Source: an optimization exercise on an open RTL-to-GDS flow (aim: small area). Production flows keep margins and buffers that such runs may drop. The RTL was checked by simulation tests, not by an equivalence proof against the original design.

$ cat flow/constraint.sdc
create_clock -name core_clock -period 14.0 [get_ports {clk}]
set_input_delay 2.8000 -clock core_clock [delete_from_list [all_inputs] [get_ports {clk}]]
set_output_delay 2.8000 -clock core_clock [all_outputs]
set_load 0.01 [all_outputs]
$ cat flow/run.sh
#!/bin/bash
# synth_recipe.tcl (not shown) runs the flow's synth.tcl, then flattens the netlist and writes it again
# the make line also repeats each setting of config.mk as NAME=value (left out here)
make -C /OpenROAD-flow-scripts/flow DESIGN_CONFIG=/design/flow/config.mk WORK_HOME=/design/flow/orfs CLKGATE_MAP_FILE= SYNTH_SCRIPT=/design/flow/synth_recipe.tcl finish
$ cat flow/design.v
module CHIP(clk,
            rst_n,
            mem_wen_D,
            mem_addr_D,
            mem_wdata_D,
            mem_rdata_D,
            mem_addr_I,
            mem_rdata_I
    );
    input         clk, rst_n ;
    output        mem_wen_D  ;   
    output [31:0] mem_addr_D ;   
    output [31:0] mem_wdata_D;   
    input  [31:0] mem_rdata_D;   
    output [31:0] mem_addr_I ;   
    input  [31:0] mem_rdata_I;   
	reg    [31:0] real_instruction  ;  
	reg    [ 9:0] instruction_type  ;
	reg    [ 4:0] instruction_format;
	reg    [31:0] imm               ;  
	reg    [31:2] mem_addr;
	reg    mem_wen_D_r, mem_wen_D_w ;
	reg    [31:2] mem_addr_D_r, mem_addr_D_w;
	reg    [31:0] mem_wdata_D_r, mem_wdata_D_w;
	reg    [31:2] mem_addr_I_r, mem_addr_I_w; 
	reg    [31:0] re_r [0:31]         ;  
	reg    [31:0] re_w [0:31]         ;
    integer i;
    assign mem_wen_D        = mem_wen_D_w;
    assign mem_addr_D       = {mem_addr_D_w, 2'b00};
    assign mem_wdata_D      = mem_wdata_D_w;
    assign mem_addr_I       = {mem_addr_I_r, 2'b00};
always@(*) begin
    real_instruction[31:24]     = mem_rdata_I[7:0];
    real_instruction[23:16]     = mem_rdata_I[15:8];
    real_instruction[15:8]      = mem_rdata_I[23:16];
    real_instruction[7:0]       = mem_rdata_I[31:24];
	if(real_instruction[4]) begin  
		instruction_format = 5'b10000;
		if(real_instruction[12]) begin  
			instruction_type = 10'b0000000100;
		end
		else if(real_instruction[14]) begin  
			instruction_type = 10'b0000001000;
		end
		else if(real_instruction[13]) begin  
			instruction_type = 10'b0000010000;
		end
		else if(real_instruction[30]) begin  
			instruction_type = 10'b0000000010;
		end
		else begin  
			instruction_type = 10'b0000000001;
		end
	end
	else if(real_instruction[3]) begin  
		instruction_format = 5'b00001;
		instruction_type = 10'b0100000000;
	end
	else if(real_instruction[6]) begin
		if(real_instruction[2]) begin  
			instruction_type = 10'b1000000000;
			instruction_format = 5'b01000;
		end
		else begin  
			instruction_format = 5'b00010;
			instruction_type = 10'b0010000000;
		end
	end
	else begin
		if(real_instruction[5]) begin  
			instruction_type = 10'b0001000000;
			instruction_format = 5'b00100;
		end
		else begin  
			instruction_type = 10'b0000100000;
			instruction_format = 5'b01000;
		end
	end
end
always@(*) begin   
	if (instruction_format[0]) begin  
		imm[19:0] = {real_instruction[31], real_instruction[19:12], real_instruction[20], real_instruction[30:21],1'b0};
		if (imm[19]) begin
			imm[31:20] = 12'b111111111111;
		end
		else begin
			imm[31:20] = 12'b000000000000;
		end
	end
	else if (instruction_format[1]) begin  
		imm[12:0] = {real_instruction[31], real_instruction[7], real_instruction[30:25], real_instruction[11:8], 1'b0};
		if (imm[12]) begin
			imm[31:13] = 19'b1111111111111111111;
		end
		else begin
			imm[31:13] = 19'b0000000000000000000;
		end
	end
	else if (instruction_format[2]) begin   
		imm[11:0] = {real_instruction[31:25], real_instruction[11:7]};
		if (imm[11]) begin
			imm[31:12] = 20'b11111111111111111111;
		end
		else begin
			imm[31:12] = 20'b00000000000000000000;
		end
	end
	else if (instruction_format[3]) begin   
		if (real_instruction[31]) begin
			imm = {20'b11111111111111111111, real_instruction[31:20]};
		end
		else begin
			imm = {20'b00000000000000000000, real_instruction[31:20]};
		end
	end
	else begin   
		imm = 32'b0;
	end
end
always@(*) begin
    if(instruction_format[2]) begin
		mem_wen_D_w           = 1'b1;
		mem_addr_D_w    	  = re_r[real_instruction[19:15]][31:2] + imm[31:2];
		mem_wdata_D_w[7:0]    = re_r[real_instruction[24:20]][31:24];
		mem_wdata_D_w[15:8]   = re_r[real_instruction[24:20]][23:16];
		mem_wdata_D_w[23:16]  = re_r[real_instruction[24:20]][15:8];
		mem_wdata_D_w[31:24]  = re_r[real_instruction[24:20]][7:0];
	end
	else if(instruction_format[3]) begin
		mem_wen_D_w     = 1'b0;
		mem_wdata_D_w   = 32'b0;
		mem_addr_D_w    = re_r[real_instruction[19:15]][31:2] + imm[31:2];
	end
	else begin
		mem_wen_D_w     = 1'b0;
		mem_wdata_D_w   = 32'b0;
		mem_addr_D_w    = 30'b0;
	end
end  
always @(*) begin
    for(i = 0; i < 32; i = i + 1) begin
        re_w[i] = re_r[i];
    end
	mem_addr = mem_addr_I_r + 1'b1;
    if (instruction_format[0]) begin
		mem_addr_I_w                    = mem_addr_I_r + imm[31:2];
	end
	else if(instruction_format[1]) begin
		if(re_r[real_instruction[19:15]] == re_r[real_instruction[24:20]])
			mem_addr_I_w = mem_addr_I_r + imm[31:2];
		else
			mem_addr_I_w = mem_addr;
	end
	else if(instruction_format[3]) begin
		if(instruction_type[9])
			mem_addr_I_w = re_r[real_instruction[19:15]][31:2] + imm[31:2];
		else
			mem_addr_I_w = mem_addr;	
	end
	else begin
		mem_addr_I_w = mem_addr;
	end
	if (instruction_format[0]) begin   
		re_w[real_instruction[11:7]]    = {mem_addr, 2'b00};
	end
	else if (instruction_format[3]) begin   
		if (instruction_type[9]) begin   
			re_w[real_instruction[11:7]] = {32'b0, mem_addr, 2'b0};
		end
		else begin   
			re_w[real_instruction[11:7]][7:0] = mem_rdata_D[31:24];
			re_w[real_instruction[11:7]][15:8] = mem_rdata_D[23:16];
			re_w[real_instruction[11:7]][23:16] = mem_rdata_D[15:8];
			re_w[real_instruction[11:7]][31:24] = mem_rdata_D[7:0];
		end
	end
	else if (instruction_format[4]) begin   
		if (instruction_type[0]) begin   
			re_w[real_instruction[11:7]] = re_r[real_instruction[19:15]] + re_r[real_instruction[24:20]];
		end
		else if (instruction_type[1]) begin   
			re_w[real_instruction[11:7]] = re_r[real_instruction[19:15]] - re_r[real_instruction[24:20]];
		end
		else if (instruction_type[4]) begin   
			re_w[real_instruction[11:7]] = (re_r[real_instruction[19:15]] < re_r[real_instruction[24:20]] ? 1 : 0);
		end
		else if (instruction_type[3]) begin   
			re_w[real_instruction[11:7]] = re_r[real_instruction[19:15]] | re_r[real_instruction[24:20]];
		end
		else begin   
			re_w[real_instruction[11:7]] = re_r[real_instruction[19:15]] & re_r[real_instruction[24:20]];
		end
	end
end
always @(posedge clk) begin
    re_r[0] <= 32'b0;
    if (!rst_n) begin 
		for(i = 1; i < 32; i = i + 1) begin
            re_r[i] <= 32'd0;
        end
        mem_addr_I_r    <= 30'd0;
	end
    else begin
        for(i = 1; i < 32; i = i + 1) begin
            re_r[i] <= re_w[i];
        end
        mem_addr_I_r    <= mem_addr_I_w;
    end
end
endmodule
$ cat flow/config.mk
export PLATFORM = sky130hd
export DESIGN_NAME = CHIP
export DESIGN_NICKNAME = CHIP
export VERILOG_FILES = /design/flow/design.v
export SDC_FILE = /design/flow/constraint.sdc
export NUM_CORES = 4
export LEC_CHECK = 0
export CAP_MARGIN = 20
export CORE_MARGIN = 2
export CORE_UTILIZATION = 20
export PLACE_DENSITY = 0.3
export SLEW_MARGIN = 20
==> impl_metrics.ini <==
[run_status]
status = finished clean

[timing]
drv_slew = 0
min_period_ns = 13.15
tightest_slew_ns = 1.31
worst_clock_skew_ns = 0.0773
fmax_mhz = 76.1
final-setup-viol-count = 0
fin_crit_sh = 0.939
setup_tns_ns = 0
hold_violations = 0
slew_headroom = 0.126
rsz0062_at_grt = false

[synthesis]
ys.flop_type = dfxtp_1
synth_area_per_cell_um2 = 7.46
synthArstFlopShare = 0
synth_edf_count = 0
ys_seq_area_frac = 0.306
syn_area_um2 = 66900
yosysWarningCount = 3
synthCells = 8959
synth-seq-cells = 1022
ys_types = 110

[final_layout]
multi_input_area_um2 = 43600
drive_gt1_frac = 0.121
stdcell_count = 13300
final_common_cell = dfxtp_1
areaGrowthSynthToFinish_pct = 20.1
nNetsFinal = 9010
most-common-layout-cells = dfxtp_1, o21ai_0, a21oi_1
regArea_um2 = 20500
fillers = 36600

[floorplan]
core_area_um2 = 333000
start_util = 0.201
die_area_um2 = 339000
rows = 212
die_y_um = 582
io_pins = 163
die_w_um = 582

[worst_hold_path]
min_path_type = reg -> reg
worstHoldEndpoint = re_r[3][10]
holdPathStages = 2
hp-start = re_r[3][10]

[route]
ant_nets = 0
dr.first_iter.drc_count = 14800
routedWlPerCell_um = 47.1
wirelength_um = 629000
dr_total_vias = 87400
firstDrtPassIters = 8
viasPerCell = 6.55
post-route-drc-count = 0

[run]
max_cap_violations = 0

[power_and_ir_drop]
intPower_mw = 5.80
vdd_drop_max_uv = 91.8
finalPower_mw = 9.39
p_comb_frac = 0.238
powerDensity_nw_per_um2 = 117
netSwitchingFraction = 0.382
p_leak_nw = 27.5
switchingPower_mw = 3.58
p_clk_frac = 0.409
p_seq_frac = 0.352

[critical_path]
reg2reg_depth = 21
path_class = in -> out
worst_ep_required_time_ns = 11.20
crit_path_top_delay_cell = nor2_4
crit_chain = clkdlybuf4s50_1 > buf_4 > or3b_2 > nor2_4 > buf_4 > a22oi_1 > nand3_1 > or4_1 > ha_1 > o21a_1 > o21ai_0 > a2111oi_0 > buf_4 > nor2_1 > o21ai_0 > a21oi_1 > o21ai_0 > a221oi_1 > nand4b_1 > nand3_1 > nor2_1 > clkdlybuf4s50_1
reg2reg_from = re_r[26][10]
cp-start-kind = input port
end_kind = output pin
arrival_ns = 10.35
cp_max_fo = 20
timing.rr.end = re_r[12][27]
rrSetupSlack_ns = 6.80
critPathMaxStageDelay_ns = 0.87

[cts]
cts_buffers = 147
cts_max_level = 4
cts-root-buf = clkbuf_16
cts.path.max_buffers = 4
cts_resized = 0
cts.sinks = 1022
cts_tree = built
cts_hold_buf = 0
clk_latency_ns = 0.88
post-cts-setup-buffers = 0
path_clk_slew_ns = 0.06

[placed_design]
dpl.cell_count = 13000
portBuffers = 156
dpl.hpwl_um = 423000
gp_congestion = 1.03

[grt]
grt_pass1_wl_um = 806000
track_usage = 0.354
grt_pass1_vias = 78100
antenna_found_initial = 78
grt_max_degree = 234
overflow = 0
[critical path: cells and delay by family]
kind | cells | cell delay [ns]
AO/OA/AOI/OAI | 8 | 2.09
adder cells (fa/ha/maj) | 1 | 0.36
buffers and inverters | 5 | 2.32
AND/OR/NAND/NOR | 8 | 2.70
[sequential cells by signal, indices dropped and copies added, names as in the netlist]
signal,count
mem_addr_I_r,30
re_r,992
[cell usage after synthesis, types with 36 or more instances]
| master | n | area share |
|---|---|---|
| a211oi_1 | 125 | 0.014 |
| a21o_1 | 46 | 0.0052 |
| a21oi_1 | 895 | 0.067 |
| a221oi_1 | 415 | 0.054 |
| a222oi_1 | 50 | 0.0075 |
| a22o_1 | 217 | 0.028 |
| a22oi_1 | 626 | 0.070 |
| a31oi_1 | 81 | 0.0076 |
| and2_1 | 42 | 0.0039 |
| buf_1 | 53 | 0.0030 |
| buf_2 | 71 | 0.0053 |
| clkbuf_1 | 818 | 0.046 |
| dfxtp_1 | 1022 | 0.31 |
| ha_1 | 152 | 0.028 |
| inv_1 | 115 | 0.0065 |
| nand2_1 | 604 | 0.034 |
| nand2b_1 | 37 | 0.0035 |
| nand3_1 | 283 | 0.021 |
| nand4_1 | 113 | 0.011 |
| nor2_1 | 997 | 0.056 |
| nor3_1 | 78 | 0.0058 |
| o211ai_1 | 86 | 0.0097 |
| o21ai_0 | 933 | 0.070 |
| o21ai_1 | 54 | 0.0040 |
| o221a_2 | 69 | 0.012 |
| o22ai_1 | 127 | 0.012 |
| o31ai_1 | 39 | 0.0044 |
| or3_1 | 45 | 0.0042 |
| or4_1 | 39 | 0.0044 |
| xnor2_1 | 67 | 0.0088 |
| xor2_1 | 36 | 0.0047 |
[power groups by stage]
stage                     combinational, mW  sequential, mW  clock (mW)
after floorplan                        1.11            3.22           0
after global placement                 2.14            3.35           0
after detailed placement               2.15            3.35           0
after CTS                              2.15            3.29        3.87
after global routing                   2.29            3.30        3.96
final                                  2.24            3.31        3.84
[cells by family (layout without fill, tap and decap cells)]
family | Yosys count | count (layout) | share of synthesized area
AO/OA/AOI/OAI | 4153 | 4153 | 0.420
XOR/XNOR | 103 | 103 | 0.0135
adder cells (fa/ha/maj) | 156 | 156 | 0.0296
buffers and inverters | 1084 | 1006 | 0.0639
flip-flops | 1022 | 1022 | 0.306
multiplexers | 30 | 30 | 0.00477
other | 1 | 73 | 0.0000561
AND/OR/NAND/NOR | 2410 | 2410 | 0.162
[routing by layer]
| layer | up-vias | wire length [um] | GRT usage |
|---|---|---|---|
| li1 | 34000 | - | - |
| met3 | 1935 | 67400 | 0.109 |
| met2 | 7137 | 266000 | 0.526 |
| met1 | 44400 | 244000 | 0.431 |
| met5 | - | 269 | 0 |
| met4 | 36 | 50600 | 0.251 |
[stage by stage]
| stage | setup WS, ns | hold slack (ns) | area (um2) | utilization |
|---|---|---|---|---|
| floorplan | 3.92 | 0.451 | 66900 | - |
| global placement | 0.980 | 0.481 | 75400 | 0.226 |
| detailed placement | 1.07 | 0.489 | 75500 | 0.227 |
| CTS | 1.06 | 0.498 | 80100 | 0.240 |
| global route | 0.691 | 0.523 | 80100 | 0.240 |
| finish | 0.851 | 0.502 | 80300 | 0.241 |
[area by class of cell]
cell class / instances / share of cell area
Tap cell: 4387 / 0.0684
Clock inverter: 29 / 0.00374
Timing Repair Buffer: 645 / 0.0694
Clock buffer: 216 / 0.0530
Sequential cell: 1022 / 0.255
Antenna cell: 69 / 0.00215
Multi-Input combinational cell: 6856 / 0.543
Inverter: 116 / 0.00552
[worst max-delay path by stage]
stage / from / endpoint / slack (ns) / depth (start not counted)
global route: mem_rdata_I[11] / mem_addr_D[30] / 0.69 / 24
global placement: mem_rdata_I[11] / mem_addr_D[30] / 0.98 / 24
finish: mem_rdata_I[9] / mem_addr_D[30] / 0.85 / 22
floorplan: mem_rdata_I[9] / mem_addr_D[24] / 3.92 / 24
detailed placement: mem_rdata_I[23] / mem_addr_D[30] / 1.07 / 21
CTS: mem_rdata_I[23] / mem_addr_D[30] / 1.06 / 21

re-timing with driven ports:
No port has a modelled driver above. Below, the same layout with a new extraction and two added sets of constraints. Step 1 sets driving cells, clkbuf_16 on the clock port and buf_2 on the other inputs (assumed; they add their load-dependent delay and slew). Step 2 moves the port delays by t, midway between the first and last clock arrival at a register: inputs arrive t later, outputs are due t later. That takes back most of the time a late clock gives input paths. Three values: ideal, step 1, step 2; two values: the first two.
t (ns): 0.952
slack for setup (ns): 0.851 / 0.785 / 0.785
pins driven straight from the clock port: 1
After both steps this run still meets setup and hold. For this run, drivers alone change the setup slack by -0.066 ns; drivers and shift together by -0.066 ns.
